This is an optimization exercise on Yosys and OpenROAD, whose aim is small area, a short achievable clock period and few clock cycles, not a production implementation.
Function was checked by simulation only, so behaviour that the tests miss may differ from the original.
No activity file was given, so power comes from the tool's default toggle rates.

$ cat flow/config.mk
export PLATFORM = sky130hd
export DESIGN_NAME = medianFilter
export DESIGN_NICKNAME = medianFilter
export VERILOG_FILES = /design/flow/design.v
export SDC_FILE = /design/flow/constraint.sdc
export NUM_CORES = 4
export LEC_CHECK = 0
export CAP_MARGIN = 20
export CORE_MARGIN = 2
export CORE_UTILIZATION = 40
export PLACE_DENSITY = 0.6
export SLEW_MARGIN = 20
$ cat flow/constraint.sdc
create_clock -name core_clock -period 7.0 [get_ports {clk}]
set_input_delay 1.4000 -clock core_clock [delete_from_list [all_inputs] [get_ports {clk}]]
set_output_delay 1.4000 -clock core_clock [all_outputs]
set_load 0.01 [all_outputs]
$ cat flow/design.v
module comparator_9(
	input	[7:0]	l_lo, l_md, l_hi,
	input	[7:0]	c_lo, c_md, c_hi,
	input	[7:0]	r_lo, r_md, r_hi,
	output	[7:0]	x, y, z
);
max3 u_x(.a(l_lo), .b(c_lo), .c(r_lo), .y(x));
med3 u_y(.a(l_md), .b(c_md), .c(r_md), .y(y));
min3 u_z(.a(l_hi), .b(c_hi), .c(r_hi), .y(z));
endmodule
module max3(input [7:0] a, b, c, output [7:0] y);
wire ab = a >= b, ac = a >= c, bc = b >= c;
assign y = (ab & ac) ? a : (!ab & bc) ? b : c;
endmodule
module min3(input [7:0] a, b, c, output [7:0] y);
wire ab = a >= b, ac = a >= c, bc = b >= c;
assign y = (!ab & !ac) ? a : (ab & !bc) ? b : c;
endmodule
module med3(input [7:0] a, b, c, output [7:0] y);
wire ab = a >= b, ac = a >= c, bc = b >= c;
assign y = (ab ^ ac) ? a : (ab ^ bc) ? c : b;
endmodule
module sort3(
	input	[7:0]	a, m, b,
	output	[7:0]	lo, md, hi,
	output			m_lo, m_hi
);
wire am = a >= m, ab = a >= b, mb = m >= b;
assign hi = (am & ab) ? a : (!am & mb) ? m : b;
assign lo = (!am & !ab) ? a : (am & !mb) ? m : b;
assign md = (am ^ ab) ? a : (am ^ mb) ? b : m;
assign m_hi = !am & mb;
assign m_lo = am & !mb;
endmodule
module CU(
	input						clk,
	input						rst,
	output reg	[1:0]		ph,
	output reg	[17:0]	rd_pair,		 
	output reg				border,		 
	output reg	[18:0]	out_address,
	output reg				out_valid
);
localparam NPAIR = 153600;            
localparam RD_START = 18'd261904;     
localparam RD_LAST  = 18'd153839;     
reg	[1:0]	warm;                       
reg	[7:0]	col_pair;                   
wire [17:0] opair = out_address[18:1];
wire row_border = (opair <= 18'd238) || (opair >= 18'd153359);
wire rd_wrap = &(rd_pair | ~RD_LAST);
wire op_wrap = &(opair | ~(NPAIR - 1));
always @(posedge clk or negedge rst) begin
	if (!rst) begin
		ph <= 2'd0;
		warm <= 2'd0;
		rd_pair <= RD_START;
		out_address[18:1] <= 18'd0;
		col_pair <= 8'd0;
		out_valid <= 1'b0;
	end else begin
		ph <= (ph == 2'd2) ? 2'd0 : ph + 2'd1;
		if (ph == 2'd2 && warm != 2'd3) warm <= warm + 2'd1;
		if (ph == 2'd2)
			rd_pair <= rd_wrap ? RD_START : rd_pair - 18'd479;
		else
			rd_pair <= rd_pair + 18'd240;
		if (ph == 2'd1 && warm == 2'd3) begin
			out_address[18:1] <= op_wrap ? 18'd0 : opair + 18'd1;
			col_pair <= (col_pair == 8'd239) ? 8'd0 : col_pair + 8'd1;
		end
		out_valid <= (ph == 2'd1 && warm[1]) || (ph == 2'd0 && warm == 2'd3);
	end
end
always @(posedge clk) begin
	out_address[0] <= (ph == 2'd0);
	border <= row_border || (ph == 2'd2 ? col_pair == 8'd239 : col_pair == 8'd238);
end
endmodule
module DU(
	input						clk,
	input			[1:0]		ph,
	input						border,
	input			[7:0]		q_a,
	input			[7:0]		q_b,
	output reg	[7:0]		out
);
reg [7:0] ra, a1, a2;
reg [7:0] rb, b1, b2, b3;
always @(posedge clk) begin
	ra <= q_a; a1 <= ra; a2 <= a1;
	rb <= q_b; b1 <= rb; b2 <= b1; b3 <= b2;
end
wire sel_b = (ph == 2'd2);
wire [7:0] st = sel_b ? b3 : a2;
wire [7:0] sm = sel_b ? b2 : a1;
wire [7:0] sb = sel_b ? b1 : ra;
wire [7:0] s_lo, s_md, s_hi;
wire       s_tlo, s_thi;
sort3 srt(.a(st), .m(sm), .b(sb), .lo(s_lo), .md(s_md), .hi(s_hi), .m_lo(s_tlo), .m_hi(s_thi));
reg [7:0] l_lo, l_md, l_hi;
reg [7:0] c_lo, c_md, c_hi;
reg       c_tlo, c_thi;
reg [7:0] r_lo, r_md, r_hi;
reg       r_tlo, r_thi;
always @(posedge clk) begin
	if (ph != 2'd0) begin
		l_lo <= c_lo; l_md <= c_md; l_hi <= c_hi;
		c_lo <= r_lo; c_md <= r_md; c_hi <= r_hi; c_tlo <= r_tlo; c_thi <= r_thi;
		r_lo <= s_lo; r_md <= s_md; r_hi <= s_hi; r_tlo <= s_tlo; r_thi <= s_thi;
	end
end
wire [7:0] c_mid = c_tlo ? c_lo : c_thi ? c_hi : c_md;
wire [7:0] mx_lo, md_md, mn_hi;
comparator_9 cmp(
	.l_lo(l_lo), .l_md(l_md), .l_hi(l_hi),
	.c_lo(c_lo), .c_md(c_md), .c_hi(c_hi),
	.r_lo(r_lo), .r_md(r_md), .r_hi(r_hi),
	.x(mx_lo), .y(md_md), .z(mn_hi)
);
reg [7:0] x, y, z;
always @(posedge clk) begin
	x <= border ? c_mid : mx_lo;
	y <= border ? c_mid : md_md;
	z <= border ? c_mid : mn_hi;
end
wire [7:0] med;
med3 m3(.a(x), .b(y), .c(z), .y(med));
always @(posedge clk) out <= med;
endmodule
module medianFilter(
	output	[7:0]		out,
	output 	[18:0]	out_address,
	output				out_valid,
	output	[18:0]	address_a,
	output	[18:0]	address_b,
	input		[7:0]		q_a,
	input		[7:0]		q_b,
	input					clk,
	input 				rst
);
wire	[1:0]	ph;
wire			border;
wire	[17:0]	rd_pair;
CU cu(
	.clk				(clk),
	.rst				(rst),
	.ph				(ph),
	.rd_pair			(rd_pair),
	.border			(border),
	.out_address	(out_address),
	.out_valid		(out_valid)
);
assign address_a = {rd_pair, 1'b0};
assign address_b = {rd_pair, 1'b1};
DU du(
	.clk				(clk),
	.ph				(ph),
	.border			(border),
	.q_a				(q_a),
	.q_b				(q_b),
	.out				(out)
);
endmodule
$ cat flow/run.sh
#!/bin/bash
# synth_recipe.tcl (not shown) runs the flow's synth.tcl, then flattens the netlist and writes it again
# the make line also repeats each setting of config.mk as NAME=value (left out here)
make -C /OpenROAD-flow-scripts/flow DESIGN_CONFIG=/design/flow/config.mk WORK_HOME=/design/flow/orfs CLKGATE_MAP_FILE= SYNTH_SCRIPT=/design/flow/synth_recipe.tcl finish
==> impl_metrics.py <==
metrics = {
    "detailed_routing": {
        "dr_wl_met3_mm": 1.37,
        "drtIter0Drc": 604,
        "wl_per_cell_um": 17.3,
        "final_antenna_net_count": 0,
        "met2RoutedLength_mm": 13.1,
        "drt-met1-wl_mm": 13.1,
        "drcViolationCount": 0,
        "maxUsedRoutingLayer": "met4",
        "vias_per_cell": 5.55,
        "firstDrtPassIters": 5,
        "num_vias": 9203,
        "totalWireLength_mm": 28.7,
    },
    "floorplan": {
        "start_util_pct": 40.9,
        "num_rows": 63,
        "die_w_um": 179,
        "core-area_um2": 29800,
        "fp.dieH_um": 179,
        "dieArea_um2": 31900,
        "ios": 84,
    },
    "sta": {
        "fin_crit_ns": 4.26,
        "drv_slew": 0,
        "fin_tns_setup_ns": 0,
        "skew_ns": 0.0138,
        "setup_viol_count_final": 0,
        "fin_crit_sh_pct": 60.9,
        "rsz0062_at_grt": "false",
        "hold_violations": 0,
        "relSlewSlack_pct": 37.8,
        "maxClockFrequency_mhz": 234,
        "hold_slack_ns": 0.326,
        "worst_pin_slew_ns": 0.933,
    },
    "global_route": {
        "antenna_found_initial": 0,
        "grt_overflow": 0,
        "first_global_vias": 8916,
        "grt_max_degree": 72,
        "grt_first_pass_wirelength_mm": 46.4,
        "track_usage_pct": 18.0,
    },
    "finish": {
        "reg_top3": "cu.out_address: 19 flops, cu.rd_pair: 18 flops",
        "largest_register_ff_count": 19,
        "drive_gt1_share_pct": 8.12,
        "area_growth_pct": 15.7,
        "largest-register": "cu.out_address",
        "diodes": 0,
        "final_nets": 1391,
        "fillers": 2809,
        "final_util_pct": 47.3,
    },
    "pwr": {
        "p_leak_uw": 0.00619,
        "powerDensity_nw_per_um2": 264,
        "ir_worst_vdd_mv": 0.189,
    },
    "outcome": {
        "status": "timing/DRC/antenna clean",
    },
    "synthesis": {
        "synth-seq-cells": 215,
        "synth_ff_type": "dfxtp_1",
        "synth_area_leaders": "edfxtp_1, dfxtp_1, ha_1, dfrtp_1, mux2i_1",
        "synth_cell_types": 90,
        "synth_warnings": 2,
        "yosysTopAreaCellShare_pct": 18.7,
        "avgSynthCellArea_um2": 10.2,
        "syn_area_um2": 12200,
        "synth_edf_count": 76,
        "syn_inst": 1196,
        "async_reset_ff_share_pct": 22.8,
        "yosys.area.top_type": "edfxtp_1",
        "synthesis.nets": 1336,
        "synth-seq-area-share_pct": 43.7,
    },
    "clock_network": {
        "numCtsBuffers": 25,
        "root_buffer": "clkbuf_16",
        "post_cts_resized": 0,
        "cts-htree-levels": 1,
        "cts_hold_buffers": 0,
        "path_clk_slew_ns": 0.06,
        "cts_setup_buffers": 0,
        "cts_tree": "built",
        "clockBufferDepth": 3,
        "cts.sinks": 215,
        "clock_latency_ns": 0.54,
    },
    "critical_path": {
        "required_ns": 7.29,
        "crit_slowest_cell": "nor2_1",
        "max_stage_delay_ns": 0.70,
        "path_buf_inv": 0,
        "crit_chain": "and2b_4, mux2i_1, ha_1, a2111oi_0, a21oi_1, nor2_1, nor2_2, a22o_1, or2_1",
        "cp.arrival_ns": 4.55,
        "cp_max_fo": 43,
        "cp-start-kind": "register",
        "end_kind": "register",
        "crit_family": "simple AND/OR/NAND/NOR gates",
        "critPathKind": "register to register",
    },
    "place": {
        "dp_hpwl_mm": 20.9,
        "place_congestion": 0.852,
        "port_buffers": 81,
    },
    "job": {
        "cap_viol_max_count": 0,
    },
    "min_path": {
        "hp-class": "register to register",
    },
}
cell type report:
class | instances | area (um2) | share of cell area, %
Clock buffer | 32 | 726 | 5.15
Clock inverter | 13 | 210 | 1.49
Inverter | 115 | 432 | 3.06
Multi-Input combinational cell | 805 | 6060 | 43.0
Sequential cell | 215 | 5320 | 37.7
Tap cell | 390 | 488 | 3.46
Timing Repair Buffer | 89 | 866 | 6.14
synth_stat cells (14+ instances only):
cell type,n
a21o_1,27
a21oi_1,48
a22oi_1,14
buf_4,20
clkbuf_1,25
dfrtp_1,38
dfxtp_1,90
edfxtp_1,76
ha_1,122
inv_1,115
mux2i_1,45
nand2_1,82
nand2b_1,14
nand3_1,37
nor2_1,61
nor3_1,40
o21ai_0,50
xnor2_1,14
where the power goes:
| group | leakage (uW) | total (uW) | internal [uW] | switching, uW |
|---|---|---|---|---|
| clock | 0.000456 | 1460 | 921 | 542 |
| combinational | 0.00358 | 799 | 377 | 422 |
| sequential | 0.00216 | 1450 | 1380 | 73.9 |
| total | 0.00619 | 3720 | 2680 | 1040 |
cell usage in the layout, fill, tap and decap left out, types with 38 or more instances in the layout:
cell type        netlist  routed
ha_1                 122     122
mux2i_1               45      45
dfrtp_1               38      38
nor3_1                40      40
nor2_1                61      61
clkdlybuf4s50_1        0      80
o21ai_0               50      49
dfxtp_1               90      90
nand2_1               82      82
inv_1                115     115
edfxtp_1              76      76
a21oi_1               48      48
final timing paths:
| kind | from | end | slack [ns] | depth (start not counted) |
|---|---|---|---|---|
| setup / recovery | cu.ph[0]$_DFF_PN0_ | du.r_hi[4]$_DFFE_PN_ | 2.74 | 9 |
| hold / removal | du.rb[0]$_DFF_P_ | du.b1[0]$_DFF_P_ | 0.33 | 0 |
| setup reg to reg | cu.ph[0]$_DFF_PN0_ | du.r_hi[4]$_DFFE_PN_ | 2.74 | 9 |
| hold reg to reg | du.rb[0]$_DFF_P_ | du.b1[0]$_DFF_P_ | 0.33 | 0 |
| max in group asynchronous | rst | cu.rd_pair[7]$_DFF_PN0_ | 5.56 | 2 |
| min in group asynchronous | rst | cu.out_address[10]$_DFFE_PN0P_ | 0.98 | 2 |
stage by stage:
step / area (um2) / worst slack (ns) / total power, uW / std cells
floorplan: 12200 / 3.25 / 2090 / 1196
global placement: 13200 / 2.88 / 2260 / 1614
detailed placement: 13200 / 2.80 / 2280 / 1614
CTS: 14100 / 2.78 / 3760 / 1659
global route: 14100 / 2.39 / 3900 / 1659
finish: 14100 / 2.74 / 3720 / 1659
kinds of logic after synthesis:
kind of cell	synth area share, %
AO/OA/AOI/OAI	18.7
flip-flops	43.7
other	0.0616
multiplexers	3.97
adder cells (fa/ha/maj)	12.7
XOR/XNOR	1.80
buffers and inverters	6.65
AND/OR/NAND/NOR	12.4
worst reg2reg max path, cell delays in order (launching register included):
cell and delay (ns):
dfrtp_1 0.43, and2b_4 0.64, mux2i_1 0.58, ha_1 0.35
a2111oi_0 0.47, a21oi_1 0.14, nor2_1 0.70, nor2_2 0.26
a22o_1 0.25, or2_1 0.20
routing by layer:
layer,vias to the layer above,global-route usage (%)
met5,-,0
met4,0,7.01
met3,60,2.60
met2,265,29.3
met1,4378,24.3
li1,4500,-
Testbench counts, summed over its fixed seeds: cycles 1,843,232.

## what the ideal ports hide
The flow's constraints put no driver on any port. The routed layout listed below was extracted and timed again, unchanged, in two steps. Step 1 assumes that a clkbuf_16 drives the clock port and a buf_2 every other input. Step 2 moves the port delays by t, midway between the first and last clock arrival at a register: inputs arrive t later, outputs are due t later. That takes back most of the time a late clock gives input paths. Three values: ideal ports, drivers, drivers and shift; two values: the first two.
shift t [ns]: 0.582
setup WS [ns]: 2.735 / 2.735 / 2.735
worst hold slack (ns): 0.326 / 0.326 / 0.326
pins driven straight from the clock port: 1
After both steps setup and hold are still met in this run. The setup slack of this run moves by 0.000 ns with the drivers and by 0.000 ns with both steps.
